From an optimization exercise on the open Yosys and OpenROAD flow, aimed at small area; shortcuts taken in it are not production practice. Only simulation tests tie the RTL to the original design; equivalence was not proved. In run 2 the design's own scripts or RTL, not TritonCTS, make the clock network. The clock input has no modelled driver; a real chip could not lean on it and would need a root buffer or a full tree. Power figures rest on the tool's default switching activity, not on a simulated workload.

**flow/flow/run.sh**
```bash
#!/bin/bash
# The standard layout (standard.sh) with these changes:
#  - synthesis: the standard flow's own script, but no adder cells (plain gates for
#    ABC) and ABC's &nf area mapper in place of ORFS's abc script;
#  - the smallest buffer (buf_1) on each port;
#  - a clock tree of clkbuf_8 without dummy loads, whose root buffer is then
#    removed (post_cts.tcl): the clock port drives the two leaf buffers.
# Each tool's output goes to standard.log (and ORFS's own logs under orfs/).
set -euo pipefail
export FLOW_FLOW_DIR=$PWD/flow
export POST_CTS_TCL=$PWD/flow/post_cts.tcl
{ head -n 1 synth_recipe.tcl; cat flow/abc_override.tcl; tail -n +2 synth_recipe.tcl; } > my_synth.tcl
bash standard.sh SYNTH_SCRIPT=$PWD/my_synth.tcl ADDER_MAP_FILE= ABC_AREA=1 \
  BUFFER_PORTS_ARGS="-buffer_cell sky130_fd_sc_hd__buf_1" \
  CTS_ARGS="-sink_clustering_enable -repair_clock_nets -dont_use_dummy_load -buf_list {sky130_fd_sc_hd__clkbuf_8} -root_buf sky130_fd_sc_hd__clkbuf_8" \
  finish > standard.log 2>&1
```
**flow/flow/abc_nf.script**
```
&get -n
&st
&dch -f
&nf -R 1000
&put
```
**flow/flow/abc_override.tcl**
```tcl
# Map with ABC's &nf area mapper instead of ORFS's area script: only the
# -script argument of ORFS's abc call changes.
proc abc {args} {
  set i [lsearch -exact $args -script]
  if { $i >= 0 } { lset args [expr { $i + 1 }] $::env(FLOW_FLOW_DIR)/abc_nf.script }
  yosys abc {*}$args
}
```
**flow/flow/post_cts.tcl**
```tcl
set block [ord::get_db_block]
set root [$block findInst clkbuf_0_clk]
if { $root != "NULL" } {
  set in_net [[$root findITerm A] getNet]
  set out_net [[$root findITerm X] getNet]
  set sinks {}
  foreach it [$out_net getITerms] {
    if { [[$it getInst] getName] ne "clkbuf_0_clk" } { lappend sinks $it }
  }
  if { [llength $sinks] <= 4 } {
    foreach it $sinks { $it disconnect; $it connect $in_net }
    odb::dbInst_destroy $root
    odb::dbNet_destroy $out_net
  }
}
```
**flow/standard.sh**
```bash
#!/bin/bash
# synth_recipe.tcl (not shown) runs the flow's synth.tcl, then flattens the netlist and writes it again
# the make line also repeats each setting of config.mk as NAME=value (left out here)
make -C /OpenROAD-flow-scripts/flow DESIGN_CONFIG=/design/flow/config.mk WORK_HOME=/design/flow/orfs CLKGATE_MAP_FILE= SYNTH_SCRIPT=/design/flow/synth_recipe.tcl "${@:-finish}"
```
**flow/config.mk**
```make
export PLATFORM = sky130hd
export DESIGN_NAME = top_seq_mult
export DESIGN_NICKNAME = top_seq_mult
export VERILOG_FILES = /design/flow/design.v
export SDC_FILE = /design/flow/constraint.sdc
export NUM_CORES = 4
export LEC_CHECK = 0
export CAP_MARGIN = 20
export CORE_MARGIN = 2
export CORE_UTILIZATION = 40
export SLEW_MARGIN = 20
```
**flow/constraint.sdc**
```tcl
create_clock -name core_clock -period 5.0 [get_ports {clk}]
set_input_delay 1.0000 -clock core_clock [delete_from_list [all_inputs] [get_ports {clk}]]
set_output_delay 1.0000 -clock core_clock [all_outputs]
set_load 0.01 [all_outputs]
```
**flow/design.v**
```verilog
module top_comb(A, B, c, rst, seg, an, k, dd, x, pp, n23, n22, n21, n20, n19, n18, n17, n16, n15, n25, n24
, n14, n13, n12, n11, n10, n9, n8, n7, n6, n5, n4, n3, n2, n1);
  input [3:0] A;
  wire [3:0] A;
  input [3:0] B;
  wire [3:0] B;
  input [9:0] c;
  wire [9:0] c;
  input rst;
  wire rst;
  output [6:0] seg;
  wire [6:0] seg;
  output [3:0] an;
  wire [3:0] an;
  input [1:0] k;
  wire [1:0] k;
  input [3:0] dd;
  wire [3:0] dd;
  input [3:0] x;
  wire [3:0] x;
  input [7:0] pp;
  wire [7:0] pp;
  output n23;
  wire n23;
  output n22;
  wire n22;
  output n21;
  wire n21;
  output n20;
  wire n20;
  output n19;
  wire n19;
  output n18;
  wire n18;
  output n17;
  wire n17;
  output n16;
  wire n16;
  output n15;
  wire n15;
  output n25;
  wire n25;
  output n24;
  wire n24;
  output n14;
  wire n14;
  output n13;
  wire n13;
  output n12;
  wire n12;
  output n11;
  wire n11;
  output n10;
  wire n10;
  output n9;
  wire n9;
  output n8;
  wire n8;
  output n7;
  wire n7;
  output n6;
  wire n6;
  output n5;
  wire n5;
  output [4:0] n4;
  wire [4:0] n4;
  output n3;
  wire n3;
  output n2;
  wire n2;
  output n1;
  wire n1;
  wire _0_;
  wire _100_;
  wire _101_;
  wire _102_;
  wire _103_;
  wire _104_;
  wire _105_;
  wire _106_;
  wire _107_;
  wire _108_;
  wire _109_;
  wire _10_;
  wire _110_;
  wire _111_;
  wire _112_;
  wire _113_;
  wire _114_;
  wire _115_;
  wire _116_;
  wire _117_;
  wire _118_;
  wire _119_;
  wire _11_;
  wire _120_;
  wire _121_;
  wire _122_;
  wire _123_;
  wire _124_;
  wire _125_;
  wire _126_;
  wire _127_;
  wire _128_;
  wire _129_;
  wire _12_;
  wire _130_;
  wire _131_;
  wire _132_;
  wire _133_;
  wire _134_;
  wire _135_;
  wire _136_;
  wire _137_;
  wire _138_;
  wire _139_;
  wire _13_;
  wire _140_;
  wire _141_;
  wire _142_;
  wire _143_;
  wire _144_;
  wire _145_;
  wire _146_;
  wire _147_;
  wire _148_;
  wire _149_;
  wire _14_;
  wire _15_;
  wire _16_;
  wire _17_;
  wire _18_;
  wire _19_;
  wire _1_;
  wire _20_;
  wire _21_;
  wire _22_;
  wire _23_;
  wire _24_;
  wire _25_;
  wire _26_;
  wire _27_;
  wire _28_;
  wire _29_;
  wire _2_;
  wire _30_;
  wire _31_;
  wire _32_;
  wire _33_;
  wire _34_;
  wire _35_;
  wire _36_;
  wire _37_;
  wire _38_;
  wire _39_;
  wire _3_;
  wire _40_;
  wire _41_;
  wire _42_;
  wire _43_;
  wire _44_;
  wire _45_;
  wire _46_;
  wire _47_;
  wire _48_;
  wire _49_;
  wire _4_;
  wire _50_;
  wire _51_;
  wire _52_;
  wire _53_;
  wire _54_;
  wire _55_;
  wire _56_;
  wire _57_;
  wire _58_;
  wire _59_;
  wire _5_;
  wire _60_;
  wire _61_;
  wire _62_;
  wire _63_;
  wire _64_;
  wire _65_;
  wire _66_;
  wire _67_;
  wire _68_;
  wire _69_;
  wire _6_;
  wire _70_;
  wire _71_;
  wire _72_;
  wire _73_;
  wire _74_;
  wire _75_;
  wire _76_;
  wire _77_;
  wire _78_;
  wire _79_;
  wire _7_;
  wire _80_;
  wire _81_;
  wire _82_;
  wire _83_;
  wire _84_;
  wire _85_;
  wire _86_;
  wire _87_;
  wire _88_;
  wire _89_;
  wire _8_;
  wire _90_;
  wire _91_;
  wire _92_;
  wire _93_;
  wire _94_;
  wire _95_;
  wire _96_;
  wire _97_;
  wire _98_;
  wire _99_;
  wire _9_;
  assign _73_ = 4'h1 >> c[6:5];
  assign _72_ = 4'h1 >> { c[3], c[4] };
  assign _71_ = 4'h8 >> { _72_, _73_ };
  assign _70_ = 4'h1 >> { c[0], c[1] };
  assign _69_ = 4'h4 >> { _70_, c[2] };
  assign _68_ = 4'h8 >> { _69_, _71_ };
  assign _67_ = 4'h8 >> { _68_, B[2] };
  assign _66_ = 4'h8 >> { _71_, pp[7] };
  assign _65_ = 4'h8 >> { pp[0], x[1] };
  assign _64_ = 4'h1 >> { _65_, x[2] };
  assign _63_ = 4'h2 >> { _64_, _66_ };
  assign _62_ = 4'h8 >> { _65_, x[2] };
  assign _61_ = 4'h2 >> { _62_, _63_ };
  assign _60_ = 4'h4 >> { _61_, pp[1] };
  assign _59_ = 4'h2 >> { _60_, _63_ };
  assign _58_ = 4'h8 >> { _66_, x[3] };
  assign _57_ = 4'h1 >> { _58_, pp[2] };
  assign _56_ = 4'h8 >> { _58_, pp[2] };
  assign _55_ = 4'h1 >> { _56_, _57_ };
  assign _54_ = 4'h1 >> { _55_, _59_ };
  assign _53_ = 4'h8 >> { _55_, _59_ };
  assign _52_ = 4'h1 >> { _53_, _68_ };
  assign _51_ = 4'h4 >> { _52_, _54_ };
  assign n4[3] = 4'he >> { _51_, _67_ };
  assign _50_ = 4'h4 >> { _68_, B[1] };
  assign _49_ = 4'h2 >> { _61_, pp[1] };
  assign _48_ = 4'h1 >> { _60_, _68_ };
  assign _47_ = 4'h4 >> { _48_, _49_ };
  assign n4[2] = 4'h1 >> { _47_, _50_ };
  assign _46_ = 4'h8 >> { dd[2], dd[0] };
  assign _45_ = 4'h1 >> { dd[2], dd[0] };
  assign _44_ = 4'h1 >> { _45_, dd[1] };
  assign _43_ = 4'h4 >> { _44_, _46_ };
  assign seg[6] = 4'h4 >> { _43_, dd[3] };
  assign _42_ = 4'h8 >> { _68_, B[0] };
  assign _41_ = 4'h8 >> { _66_, x[1] };
  assign _40_ = 4'h8 >> { _41_, pp[0] };
  assign _39_ = 4'h1 >> { _41_, pp[0] };
  assign _38_ = 4'h1 >> { _39_, _68_ };
  assign _37_ = 4'h4 >> { _38_, _40_ };
  assign n4[1] = 4'he >> { _37_, _42_ };
  assign _36_ = 4'h1 >> dd[1:0];
  assign _35_ = 4'h8 >> dd[1:0];
  assign _34_ = 4'h2 >> { _35_, dd[2] };
  assign seg[5] = 4'h4 >> { _34_, _36_ };
  assign _33_ = 4'h8 >> { _46_, dd[1] };
  assign _32_ = 4'h1 >> dd[3:2];
  assign _31_ = 4'h1 >> { _32_, _33_ };
  assign seg[1] = 4'h1 >> { _31_, _36_ };
  assign _30_ = 4'h2 >> { dd[3], dd[0] };
  assign seg[2] = 4'he >> { _30_, _43_ };
  assign seg[3] = 4'he >> { _33_, seg[6] };
  assign _29_ = 4'h8 >> { _68_, B[3] };
  assign _28_ = 4'h1 >> { _53_, _56_ };
  assign _27_ = 4'h2 >> { _28_, pp[3] };
  assign _26_ = 4'h4 >> { _28_, pp[3] };
  assign _25_ = 4'h1 >> { _26_, _68_ };
  assign _74_ = 4'h4 >> { _25_, _27_ };
  assign n4[4] = 4'he >> { _74_, _29_ };
  assign _75_ = 4'h8 >> { dd[3], dd[1] };
  assign _76_ = 4'h1 >> { _75_, k[1] };
  assign an[3] = 4'hb >> { _76_, k[0] };
  assign _77_ = 4'h8 >> { k[0], k[1] };
  assign an[2] = 4'hb >> { _77_, _75_ };
  assign _78_ = 4'h2 >> { k[0], k[1] };
  assign an[1] = 4'hb >> { _78_, _75_ };
  assign an[0] = 4'h7 >> { _76_, k[0] };
  assign _79_ = 4'h8 >> { _32_, dd[1] };
  assign seg[4] = 4'h4 >> { _79_, dd[0] };
  assign _80_ = 4'h1 >> { _32_, _35_ };
  assign seg[0] = 4'h1 >> { _80_, _79_ };
  assign _81_ = 4'h8 >> { c[0], c[1] };
  assign _82_ = 4'h8 >> { _81_, c[2] };
  assign _83_ = 4'h8 >> { _82_, c[3] };
  assign _84_ = 4'h1 >> { _82_, c[3] };
  assign _85_ = 4'h1 >> { _84_, rst };
  assign n15 = 4'h4 >> { _85_, _83_ };
  assign _86_ = 4'h1 >> { _81_, c[2] };
  assign _87_ = 4'h1 >> { _82_, rst };
  assign n19 = 4'h4 >> { _87_, _86_ };
  assign _88_ = 4'h1 >> { _70_, rst };
  assign n12 = 4'h4 >> { _88_, _81_ };
  assign n3 = 4'h1 >> { rst, c[0] };
  assign _89_ = 4'h8 >> { _83_, c[4] };
  assign _90_ = 4'h8 >> { _89_, c[5] };
  assign _91_ = 4'h8 >> { _90_, c[6] };
  assign _92_ = 4'h8 >> { _91_, c[7] };
  assign _93_ = 4'h8 >> { _92_, c[8] };
  assign _94_ = 4'h8 >> { _93_, c[9] };
  assign _95_ = 4'h8 >> { _94_, k[0] };
  assign _96_ = 4'h1 >> { _94_, k[0] };
  assign _97_ = 4'h1 >> { _96_, rst };
  assign n2 = 4'h4 >> { _97_, _95_ };
  assign _98_ = 4'h1 >> { _94_, rst };
  assign _99_ = 4'h1 >> { _93_, c[9] };
  assign n21 = 4'h2 >> { _99_, _98_ };
  assign _100_ = 4'h1 >> { _95_, k[1] };
  assign _101_ = 4'h4 >> { _94_, rst };
  assign _102_ = 4'h4 >> { _101_, _77_ };
  assign _103_ = 4'h1 >> { _102_, _98_ };
  assign n6 = 4'h1 >> { _103_, _100_ };
  assign _104_ = 4'h2 >> { _77_, x[3] };
  assign _105_ = 4'h2 >> { _104_, _101_ };
  assign _106_ = 4'h4 >> { _98_, dd[3] };
  assign n22 = 4'h1 >> { _106_, _105_ };
  assign _107_ = 4'h2 >> { c[3], k[0] };
  assign _108_ = 4'h4 >> { c[4], k[1] };
  assign _109_ = 4'h4 >> { _108_, _107_ };
  assign _110_ = 4'h2 >> { _72_, _73_ };
  assign _111_ = 4'h4 >> { _110_, _109_ };
  assign _112_ = 4'h1 >> { _111_, _68_ };
  assign _113_ = 4'h1 >> { x[0], x[1] };
  assign _114_ = 4'h1 >> { _113_, x[2] };
  assign _115_ = 4'h4 >> { _114_, _69_ };
  assign _116_ = 4'h1 >> { _115_, _112_ };
  assign _117_ = 4'h2 >> { _116_, x[3] };
  assign _118_ = 4'h8 >> { _68_, A[3] };
  assign _119_ = 4'h4 >> { _111_, _69_ };
  assign _120_ = 4'h8 >> { _113_, x[2] };
  assign _121_ = 4'h8 >> { _120_, _119_ };
  assign _122_ = 4'h1 >> { _121_, _118_ };
  assign n7 = 4'hb >> { _122_, _117_ };
  assign _123_ = 4'h8 >> { _98_, dd[2] };
  assign _124_ = 4'h8 >> { _102_, x[2] };
  assign n5 = 4'he >> { _124_, _123_ };
  assign _125_ = 4'h2 >> { _77_, x[1] };
  assign _126_ = 4'h2 >> { _125_, _101_ };
  assign _127_ = 4'h4 >> { _98_, dd[1] };
  assign n23 = 4'h1 >> { _127_, _126_ };
  assign _128_ = 4'h2 >> { _77_, x[0] };
  assign _129_ = 4'h2 >> { _128_, _101_ };
  assign _130_ = 4'h4 >> { _98_, dd[0] };
  assign n16 = 4'h1 >> { _130_, _129_ };
  assign _131_ = 4'h8 >> { _113_, x[3] };
  assign _132_ = 4'h1 >> { x[2], x[3] };
  assign _133_ = 4'h1 >> { _132_, x[0] };
  assign _134_ = 4'h2 >> { _133_, x[1] };
  assign _135_ = 4'h1 >> { _134_, _131_ };
  assign _136_ = 4'h2 >> { _135_, _119_ };
  assign _137_ = 4'h8 >> { _112_, x[2] };
  assign _138_ = 4'h8 >> { _68_, A[2] };
  assign _139_ = 4'h1 >> { _138_, _137_ };
  assign n17 = 4'hb >> { _139_, _136_ };
  assign _140_ = 4'h4 >> { _113_, x[3] };
  assign _141_ = 4'h8 >> { _132_, x[0] };
  assign _142_ = 4'h1 >> { _141_, _133_ };
  assign _143_ = 4'h1 >> { _142_, _140_ };
  assign _144_ = 4'h8 >> { _143_, _119_ };
  assign _145_ = 4'h8 >> { _112_, x[1] };
  assign _146_ = 4'h8 >> { _68_, A[1] };
  assign _147_ = 4'h1 >> { _146_, _145_ };
  assign n20 = 4'hb >> { _147_, _144_ };
  assign _148_ = 4'h8 >> { _112_, x[0] };
  assign _149_ = 4'h8 >> { _111_, pp[7] };
  assign _0_ = 4'h8 >> { _68_, A[0] };
  assign _1_ = 4'h1 >> { _0_, _149_ };
  assign n10 = 4'hb >> { _1_, _148_ };
  assign _2_ = 4'h8 >> { _27_, pp[4] };
  assign _3_ = 4'h8 >> { _2_, pp[5] };
  assign _4_ = 4'h1 >> { _2_, pp[5] };
  assign _5_ = 4'h1 >> { _4_, _68_ };
  assign n24 = 4'h4 >> { _5_, _3_ };
  assign _6_ = 4'h1 >> { _27_, pp[4] };
  assign _7_ = 4'h1 >> { _2_, _68_ };
  assign n8 = 4'h4 >> { _7_, _6_ };
  assign _8_ = 4'h8 >> { _66_, x[0] };
  assign _9_ = 4'h1 >> { _132_, _71_ };
  assign _10_ = 4'h4 >> { _9_, _140_ };
  assign _11_ = 4'h1 >> { _10_, _8_ };
  assign n9 = 4'h1 >> { _11_, _69_ };
  assign _12_ = 4'h8 >> { _3_, pp[6] };
  assign _13_ = 4'h1 >> { _3_, pp[6] };
  assign _14_ = 4'h1 >> { _13_, _68_ };
  assign n1 = 4'h4 >> { _14_, _12_ };
  assign _15_ = 4'h1 >> { _92_, c[8] };
  assign _16_ = 4'h1 >> { _93_, rst };
  assign n18 = 4'h4 >> { _16_, _15_ };
  assign _17_ = 4'h1 >> { _91_, c[7] };
  assign _18_ = 4'h1 >> { _92_, rst };
  assign n14 = 4'h4 >> { _18_, _17_ };
  assign _19_ = 4'h1 >> { _90_, c[6] };
  assign _20_ = 4'h1 >> { _91_, rst };
  assign n25 = 4'h4 >> { _20_, _19_ };
  assign _21_ = 4'h1 >> { _89_, c[5] };
  assign _22_ = 4'h1 >> { _90_, rst };
  assign n13 = 4'h4 >> { _22_, _21_ };
  assign _23_ = 4'h1 >> { _83_, c[4] };
  assign _24_ = 4'h1 >> { _89_, rst };
  assign n11 = 4'h4 >> { _24_, _23_ };
  assign n4[0] = 1'h0;
endmodule
module top_seq_mult(clk, rst, A, B, seg, an);
  input clk;
  wire clk;
  input rst;
  wire rst;
  input [3:0] A;
  wire [3:0] A;
  input [3:0] B;
  wire [3:0] B;
  output [6:0] seg;
  wire [6:0] seg;
  output [3:0] an;
  wire [3:0] an;
  wire [4:0] _00_;
  wire _01_;
  wire _02_;
  wire _03_;
  wire _04_;
  wire _05_;
  wire _06_;
  wire _07_;
  wire _08_;
  wire _09_;
  wire _10_;
  wire _11_;
  wire _12_;
  wire _13_;
  wire _14_;
  wire _15_;
  wire _16_;
  wire _17_;
  wire _18_;
  wire _19_;
  wire _20_;
  wire _21_;
  wire _22_;
  wire _23_;
  wire _24_;
  wire _25_;
  reg [9:0] c;
  reg [3:0] dd;
  reg [1:0] k;
  reg [7:0] pp;
  reg [3:0] x;
  always @(posedge clk)
    x[0] <= _15_;
  always @(posedge clk)
    x[1] <= _14_;
  always @(posedge clk)
    x[2] <= _13_;
  always @(posedge clk)
    x[3] <= _09_;
  always @(posedge clk)
    dd[0] <= _12_;
  always @(posedge clk)
    dd[1] <= _11_;
  always @(posedge clk)
    dd[2] <= _10_;
  always @(posedge clk)
    dd[3] <= _08_;
  always @(posedge clk)
    k[0] <= _05_;
  always @(posedge clk)
    k[1] <= _07_;
  always @(posedge clk)
    c[0] <= _04_;
  always @(posedge clk)
    c[1] <= _03_;
  always @(posedge clk)
    c[2] <= _02_;
  always @(posedge clk)
    c[3] <= _01_;
  always @(posedge clk)
    c[4] <= _24_;
  always @(posedge clk)
    c[5] <= _23_;
  always @(posedge clk)
    c[6] <= _22_;
  always @(posedge clk)
    c[7] <= _21_;
  always @(posedge clk)
    c[8] <= _20_;
  always @(posedge clk)
    c[9] <= _06_;
  always @(posedge clk)
    pp[1] <= _00_[1];
  always @(posedge clk)
    pp[2] <= _00_[2];
  always @(posedge clk)
    pp[3] <= _00_[3];
  always @(posedge clk)
    pp[4] <= _00_[4];
  always @(posedge clk)
    pp[0] <= _18_;
  always @(posedge clk)
    pp[5] <= _17_;
  always @(posedge clk)
    pp[6] <= _16_;
  always @(posedge clk)
    pp[7] <= _19_;
  top_comb top_comb (
    .A(A),
    .B(B),
    .an(an),
    .c(c),
    .dd(dd),
    .k(k),
    .n1(_19_),
    .n10(_15_),
    .n11(_24_),
    .n12(_03_),
    .n13(_23_),
    .n14(_21_),
    .n15(_01_),
    .n16(_12_),
    .n17(_13_),
    .n18(_20_),
    .n19(_02_),
    .n2(_05_),
    .n20(_14_),
    .n21(_06_),
    .n22(_08_),
    .n23(_11_),
    .n24(_16_),
    .n25(_22_),
    .n3(_04_),
    .n4({ _00_[4:1], _25_ }),
    .n5(_10_),
    .n6(_07_),
    .n7(_09_),
    .n8(_17_),
    .n9(_18_),
    .pp(pp),
    .rst(rst),
    .seg(seg),
    .x(x)
  );
endmodule
```
==> flow_summary.yaml, run 1 <==
yosys:
  yosysMostFrequentCell: "dfxtp_1"
  synth-seq-cells: 28
  syn_avg_cell_area_um2: 8.13
  yosysWarnings: 1
  synth-edff-count: 0
  yosys-top-cells-area: "dfxtp_1 46%, a21oi_1 9.4%, nor2_1 6.1%"
  synthCells: 151
  synth.cells.most_frequent: "28 x dfxtp_1, 23 x a21oi_1, 20 x nor2_1"
  yosysTopAreaCellShare_pct: 45.7
  synth_fp_nets: 161
  ys.flop_type: "dfxtp_1"
  ys_seq_area_share_pct: 45.7
  synthDistinctLibCells: 28
  syn-cell-area_um2: 1230
  async_reset_ff_share_pct: 0
  synth.largest_area_cell: "dfxtp_1"
final_layout:
  nFillCells: 297
  finalNetCount: 185
  area_growth_pct: 11.7
  final_core_util_pct: 46.1
  antenna_cells: 0
  drive_gt1_share_pct: 1.16
setup_path:
  cp_slowest_cell: "nor4_1"
  reg2reg_depth: 10
  crit_buf_inv: 0
  critPathMaxStageDelay_ns: 0.48
  cp.required_ns: 5.07
  worstPathMaxFanout: 7
  crit_chain: "nor4_1, and2_0, o21ai_0, a21oi_1, nor2b_1, nor4_1, o21a_1, and2_0, and3_1, nor3_1"
  cpLargestDelayFamily: "simple AND/OR/NAND/NOR gates"
  crit_arrival_ns: 2.84
  endpoint_kind: "register"
  worst_setup_path_start_kind: "register"
  cp.depth: 10
  critPathKind: "reg2reg"
floorplan:
  start_util_pct: 41.2
  core_um2: 2980
  dieArea_um2: 3530
  boundaryPins: 21
  dieWidth_um: 59.4
  die_h_um: 59.4
  num_rows: 20
pwr:
  power.total_mw: 0.406
  power.leakage_nw: 0.514
  pwr-share-clk_pct: 23.0
  power_frac_seq_pct: 64.4
  p_int_mw: 0.301
  netSwitchingFraction_pct: 25.8
  p_sw_mw: 0.105
  ir_drop_v: 0.000125
  comb_power_share_pct: 12.6
  p_per_area_nw_per_um2: 296
sta:
  rsz0062_at_grt: "false"
  tightest_slew_ns: 0.727
  setup_viol: 0
  fin_crit_ns: 2.76
  fin_skew_ns: 0.00441
  setup_tns_ns: 0
  hold_ws_ns: 0.481
  fin_crit_sh_pct: 55.3
  hold_violations: 0
  maxSlewHeadroom_pct: 51.5
  clock.fmax_mhz: 362
  slew_viol_final: 0
detailed_routing:
  wl_per_cell_um: 12.1
  routed-via-count: 1132
  vias_per_cell: 5.50
  drc: 0
  antenna_left: 0
  drt_pass1_iterations: 4
  drtIter0Drc: 55
  routed_wl_um: 2500
min_path:
  min_path_cells: 2
  hp-class: "reg2reg"
global_routing:
  track_usage_pct: 15.6
  grt_pass1_vias: 1012
  grt_max_degree: 17
  overflow: 0
  antenna_found_initial: 0
  grt_pass1_wl_um: 4310
clock_network:
  cts.sinks: 28
  clkTransAtPathRegs_ns: 0.09
  clk_latency_ns: 0.15
status:
  status: "finished clean"
placement:
  place_hpwl_um: 1900
  numPortBuffers: 20
  gp_congestion: 0.753
flow_run:
  cap_violations: 0
==> per-layer routing <==
layer	track usage [%]	share of wire (%)
met1	20.2	50
met4	4.22	0.64
met5	0	0
met3	2.40	3.8
met2	26.7	46
==> per-stage QoR <==
step                setup WS, ns  std cells  area (um2)
finish                      2.24        206        1370
global route                1.96        206        1370
detailed placement          2.30        204        1340
global placement            2.44        204        1340
floorplan                   2.64        151        1230
==> flip-flops by register name, indices dropped and copies added, names as in the netlist <==
signal	flops
x	4
pp	8
c	10
k	2
dd	4
==> final timing paths <==
check | start | to | slack (ns)
max | c[3] | pp[7] | 2.24
min | pp[7] | x[0] | 0.48
max reg2reg | c[3] | pp[7] | 2.24
min reg2reg | pp[7] | x[0] | 0.48
==> layout by cell type (no fill, tap or decap), types with 2 or more instances in the layout <==
cell type | netlist | routed
dfxtp_1 | 28 | 28
a21oi_1 | 23 | 23
nor2_1 | 20 | 20
buf_1 | 0 | 20
nor3_1 | 14 | 14
nand2_1 | 11 | 11
o21ai_0 | 9 | 9
and3_1 | 7 | 7
and2_0 | 6 | 6
o21a_1 | 4 | 4
nand3_1 | 3 | 3
nor4_1 | 3 | 3
a22o_1 | 3 | 3
nand3b_1 | 2 | 2
nor2b_1 | 2 | 2
nand2b_1 | 2 | 2
a221o_1 | 2 | 2
clkbuf_8 | 0 | 2
==> power groups by stage <==
| stage | clock network (mW) | logic [mW] | registers [mW] |
|---|---|---|---|
| 6_report | 0.0933 | 0.0512 | 0.262 |
| 3_3_place_gp | 0 | 0.0501 | 0.267 |
| 2_1_floorplan | 0 | 0.0404 | 0.261 |
| 5_1_grt | 0.106 | 0.0597 | 0.265 |
| 3_5_place_dp | 0 | 0.0515 | 0.266 |
==> worst min-delay path, delay by kind of cell (launching register included) <==
family | cells | cell delay (ns)
AO/OA/AOI/OAI | 1 | 0.07
AND/OR/NAND/NOR | 1 | 0.06
flip-flops | 1 | 0.33
==> final cells by class <==
cell class              count  area [um2]  share of cell area, %
clock buffers               2        27.5                   2.01
well taps                  33        41.3                   3.01
inverters                   1        3.75                  0.274
flip-flops and latches     28         561                   40.9
repair buffers             20        75.1                   5.47
multi-input cells         122         663                   48.4
==> kinds of logic (layout without fill, tap and decap cells) <==
logic type	Yosys count	count (layout)	share of synthesized area (%)
AND/OR/NAND/NOR	72	72	28.9
AO/OA/AOI/OAI	48	48	23.7
flip-flops	28	28	45.7
XOR/XNOR	2	2	1.43
buffers and inverters	1	23	0.306
==> run 2: changes to the inputs <==
--- a/flow/flow/run.sh
+++ b/flow/flow/run.sh
@@ -4,10 +4,12 @@
 #    ABC) and ABC's &nf area mapper in place of ORFS's abc script;
 #  - the smallest buffer (buf_1) on each port;
-#  - a clock tree of clkbuf_8 without dummy loads, whose root buffer is then
-#    removed (post_cts.tcl): the clock port drives the two leaf buffers.
+#  - after CTS, the clock tree is rebuilt (post_cts.tcl) as three clkbuf_4
+#    buffers fed straight from the clock port, each driving a third of the
+#    flip-flops (split by x position).
 # Each tool's output goes to standard.log (and ORFS's own logs under orfs/).
 set -euo pipefail
 export FLOW_FLOW_DIR=$PWD/flow
 export POST_CTS_TCL=$PWD/flow/post_cts.tcl
+export CLK_N=3 CLK_CELL=sky130_fd_sc_hd__clkbuf_4
 { head -n 1 synth_recipe.tcl; cat flow/abc_override.tcl; tail -n +2 synth_recipe.tcl; } > my_synth.tcl
 bash standard.sh SYNTH_SCRIPT=$PWD/my_synth.tcl ADDER_MAP_FILE= ABC_AREA=1 \
==> flow/flow/post_cts.tcl (replaced) <==
# Replace the clock tree by N buffers of one type, each driving a group of
# flip-flops next to each other, all fed straight from the clock port.
set N $::env(CLK_N)
set T $::env(CLK_CELL)
set block [ord::get_db_block]
set db [ord::get_db]
set port_net [$block findNet clk]
# remove the clock buffers CTS made, putting their sinks on the port net
foreach inst [$block getInsts] {
  if { [string match clkbuf_* [$inst getName]] } {
    set out [[$inst findITerm X] getNet]
    foreach it [$out getITerms] {
      if { [[$it getInst] getName] ne [$inst getName] } { $it disconnect; $it connect $port_net }
    }
    odb::dbInst_destroy $inst
    odb::dbNet_destroy $out
  }
}
# flip-flop clock pins on the port net, sorted by x then split in N groups
set sinks {}
foreach it [$port_net getITerms] {
  set inst [$it getInst]
  set loc [$inst getLocation]
  lappend sinks [list [lindex $loc 0] [lindex $loc 1] $it]
}
set sinks [lsort -integer -index 0 $sinks]
set n [llength $sinks]
set master [$db findMaster $T]
for { set g 0 } { $g < $N } { incr g } {
  set lo [expr { $g * $n / $N }]
  set hi [expr { ($g + 1) * $n / $N }]
  set grp [lrange $sinks $lo [expr { $hi - 1 }]]
  set sx 0; set sy 0
  foreach s $grp { incr sx [lindex $s 0]; incr sy [lindex $s 1] }
  set cx [expr { $sx / [llength $grp] }]
  set cy [expr { $sy / [llength $grp] }]
  set buf [odb::dbInst_create $block $master clkbuf_leaf_$g]
  set net [odb::dbNet_create $block clk_leaf_$g]
  $net setSigType CLOCK
  $buf setLocation $cx $cy
  $buf setPlacementStatus PLACED
  [$buf findITerm A] connect $port_net
  [$buf findITerm X] connect $net
  foreach s $grp { set it [lindex $s 2]; $it disconnect; $it connect $net }
}
detailed_placement
==> run 2 against run 1 <==
Against the previous run:
- largest power group unchanged
- critical path type unchanged
- via count up 2.4%
- worst hold slack lost 0.0068 ns
- synthesized area unchanged
- clock power decreased by 9.4%
- synthesized cell count stayed put
- first-iteration DRC count shrank 16%
- combinational power is essentially flat
==> flow_summary.yaml, run 2 <==
status:
  status: "finished clean"
pwr:
  power.total_mw: 0.398
  p_per_area_nw_per_um2: 291
  ir_drop_v: 0.000194
  power.leakage_nw: 0.513
placement:
  dp.cells: 204
  numPortBuffers: 20
  gp_congestion: 0.753
  place_hpwl_um: 1900
  placed_area_um2: 1340
final_layout:
  fin_cells: 207
  final_cell_area_um2: 1370
  seq_area_um2: 561
  antenna_cells: 0
  nFillCells: 299
  area_growth_pct: 11.3
  drive_gt1_share_pct: 1.72
  multi_input_area_um2: 663
  layout_commonest_cell: "dfxtp_1"
  finalNetCount: 186
  reg.largest.list: "c: 10 flops, pp: 8 flops"
  final_cell_mix: "28 x dfxtp_1, 23 x a21oi_1, 20 x nor2_1, 20 x buf_1, 14 x nor3_1"
  largest_reg_flops: 10
  top_register: "c"
setup_path:
  critPathKind: "reg2reg"
  endpoint_kind: "register"
  worstReg2RegStart: "c[3]"
  crit_chain: "nor4_1, and2_0, o21ai_0, a21oi_1, nor2b_1, nor4_1, o21a_1, and2_0, and3_1, nor3_1"
  worst_setup_path_start_kind: "register"
  critPathMaxStageDelay_ns: 0.48
  cp_slowest_cell: "nor4_1"
  startpoint: "c[3]"
  worstPathMaxFanout: 7
  cp.required_ns: 5.09
  r2r_slack_ns: 2.25
  crit_arrival_ns: 2.83
flow_run:
  cap_violations: 0
yosys:
  synthCells: 151
  synthDistinctLibCells: 28
  ys.flop_type: "dfxtp_1"
  syn_avg_cell_area_um2: 8.13
  ys_seq_area_share_pct: 45.7
  syn-cell-area_um2: 1230
  synth-edff-count: 0
  async_reset_ff_share_pct: 0
  synth-seq-cells: 28
  synth.largest_area_cell: "dfxtp_1"
  yosys-top-cells-area: "dfxtp_1 46%, a21oi_1 9.4%, nor2_1 6.1%"
  yosysTopAreaCellShare_pct: 45.7
  yosysWarnings: 1
  synth_fp_nets: 161
  synth.cells.most_frequent: "28 x dfxtp_1, 23 x a21oi_1, 20 x nor2_1"
  yosysMostFrequentCell: "dfxtp_1"
global_routing:
  overflow: 0
  grt_pass1_vias: 1025
  use_met1_pct: 19.8
  antenna_found_initial: 0
  grt_max_degree: 17
  met2_usage_pct: 27.5
  track_usage_pct: 15.8
  grt_busiest_layer: "met2"
  grt_pass1_wl_um: 4390
  met3_usage_pct: 3.71
floorplan:
  boundaryPins: 21
  core_um2: 2980
  dieArea_um2: 3530
  start_util_pct: 41.2
  num_rows: 20
  die_h_um: 59.4
  dieWidth_um: 59.4
clock_network:
  cts.sinks: 28
  clk_latency_ns: 0.17
  clkTransAtPathRegs_ns: 0.11
sta:
  tightest_slew_ns: 0.750
  hold_ws_ns: 0.474
  fin_crit_ns: 2.75
  setup_viol: 0
  maxSlewHeadroom_pct: 50.0
  clock.fmax_mhz: 364
  hold_violations: 0
  fin_crit_sh_pct: 55.0
  rsz0062_at_grt: "false"
  setup_tns_ns: 0
  fin_skew_ns: 0.0157
  slew_viol_final: 0
detailed_routing:
  drc: 0
  wl_per_cell_um: 12.3
  routed_wl_um: 2540
  vias_per_cell: 5.60
  drt_pass1_iterations: 4
  drtIter0Drc: 46
  routed-via-count: 1159
  antenna_left: 0
min_path:
  min-delay-start: "pp[7]"
  hp-class: "reg2reg"
==> run 2: cell counts after synthesis <==
Identical to the previous run, type by type.
==> run 2: critical path: cells and delay by family (launching register included) <==
| family | cells | cell delay, ns |
|---|---|---|
| AO/OA/AOI/OAI | 3 | 0.62 |
| AND/OR/NAND/NOR | 7 | 1.69 |
| flip-flops | 1 | 0.37 |
==> run 2: layout make-up <==
class	instances	share of cell area (%)
timing repair buffer	20	5.49
multi-input combinational	122	48.5
inverter	1	0.275
buffer	3	1.65
sequential	28	41.0
tap	33	3.02
==> run 2: layer usage <==
metal | vias to the layer above | part of all wire, %
li1 | 602 | -
met1 | 528 | 47
met2 | 26 | 47
met3 | 3 | 5.2
met4 | 0 | 0.75
met5 | - | 0
==> run 2: per-stage QoR <==
step | util (%) | setup slack, ns
after global placement | 45.1 | 2.44
after floorplan | - | 2.64
final | 45.9 | 2.25
after detailed placement | 45.1 | 2.30
after global routing | 45.9 | 1.97
==> run 2: kinds of logic after synthesis <==
logic type             count (synthesis)  share of synthesized area (%)
AO/OA/AOI/OAI                         48                           23.7
XOR/XNOR                               2                           1.43
buffers and inverters                  1                          0.306
flip-flops                            28                           45.7
AND/OR/NAND/NOR                       72                           28.9
==> run 2: power breakdown <==
| group | switching (mW) | internal [mW] | leakage [nW] |
|---|---|---|---|
| Combinational | 0.0281 | 0.0234 | 0.270 |
| Sequential | 0.0208 | 0.241 | 0.230 |
| Clock | 0.0557 | 0.0288 | 0.0138 |
==> run 2: final timing paths <==
| check | end | cells after the start |
|---|---|---|
| worst max-delay path | pp[7] | 10 |
| worst min-delay path | x[0] | 2 |
| worst max register to register | pp[7] | 10 |
| worst min register to register | x[0] | 2 |

static timing again, ports no longer ideal:
Ports are ideal in the flow. The routed layouts listed here were re-timed in OpenROAD.
Step 1 (the two cells are an assumption about what drives the block):
set clk [get_ports {clk}]
set_driving_cell -lib_cell sky130_fd_sc_hd__clkbuf_16 $clk
set_driving_cell -lib_cell sky130_fd_sc_hd__buf_2 [delete_from_list [all_inputs] $clk]
Step 2, shift: input delay + t, output delay - t, t = (earliest + latest rising clock arrival at the registers) / 2. This alone moves slack from input paths to output paths.
a / b / c = ideal ports / drivers / drivers and shift; a / b = the first two.
run | t, ns | setup WS [ns] | pins driven straight from the clock port
run 1 | 0.176 | 2.237 / 2.237 / 2.237 | 2
run 2 | 0.190 | 2.251 / 2.251 / 2.251 | 3
After both steps every run listed still meets setup and hold.
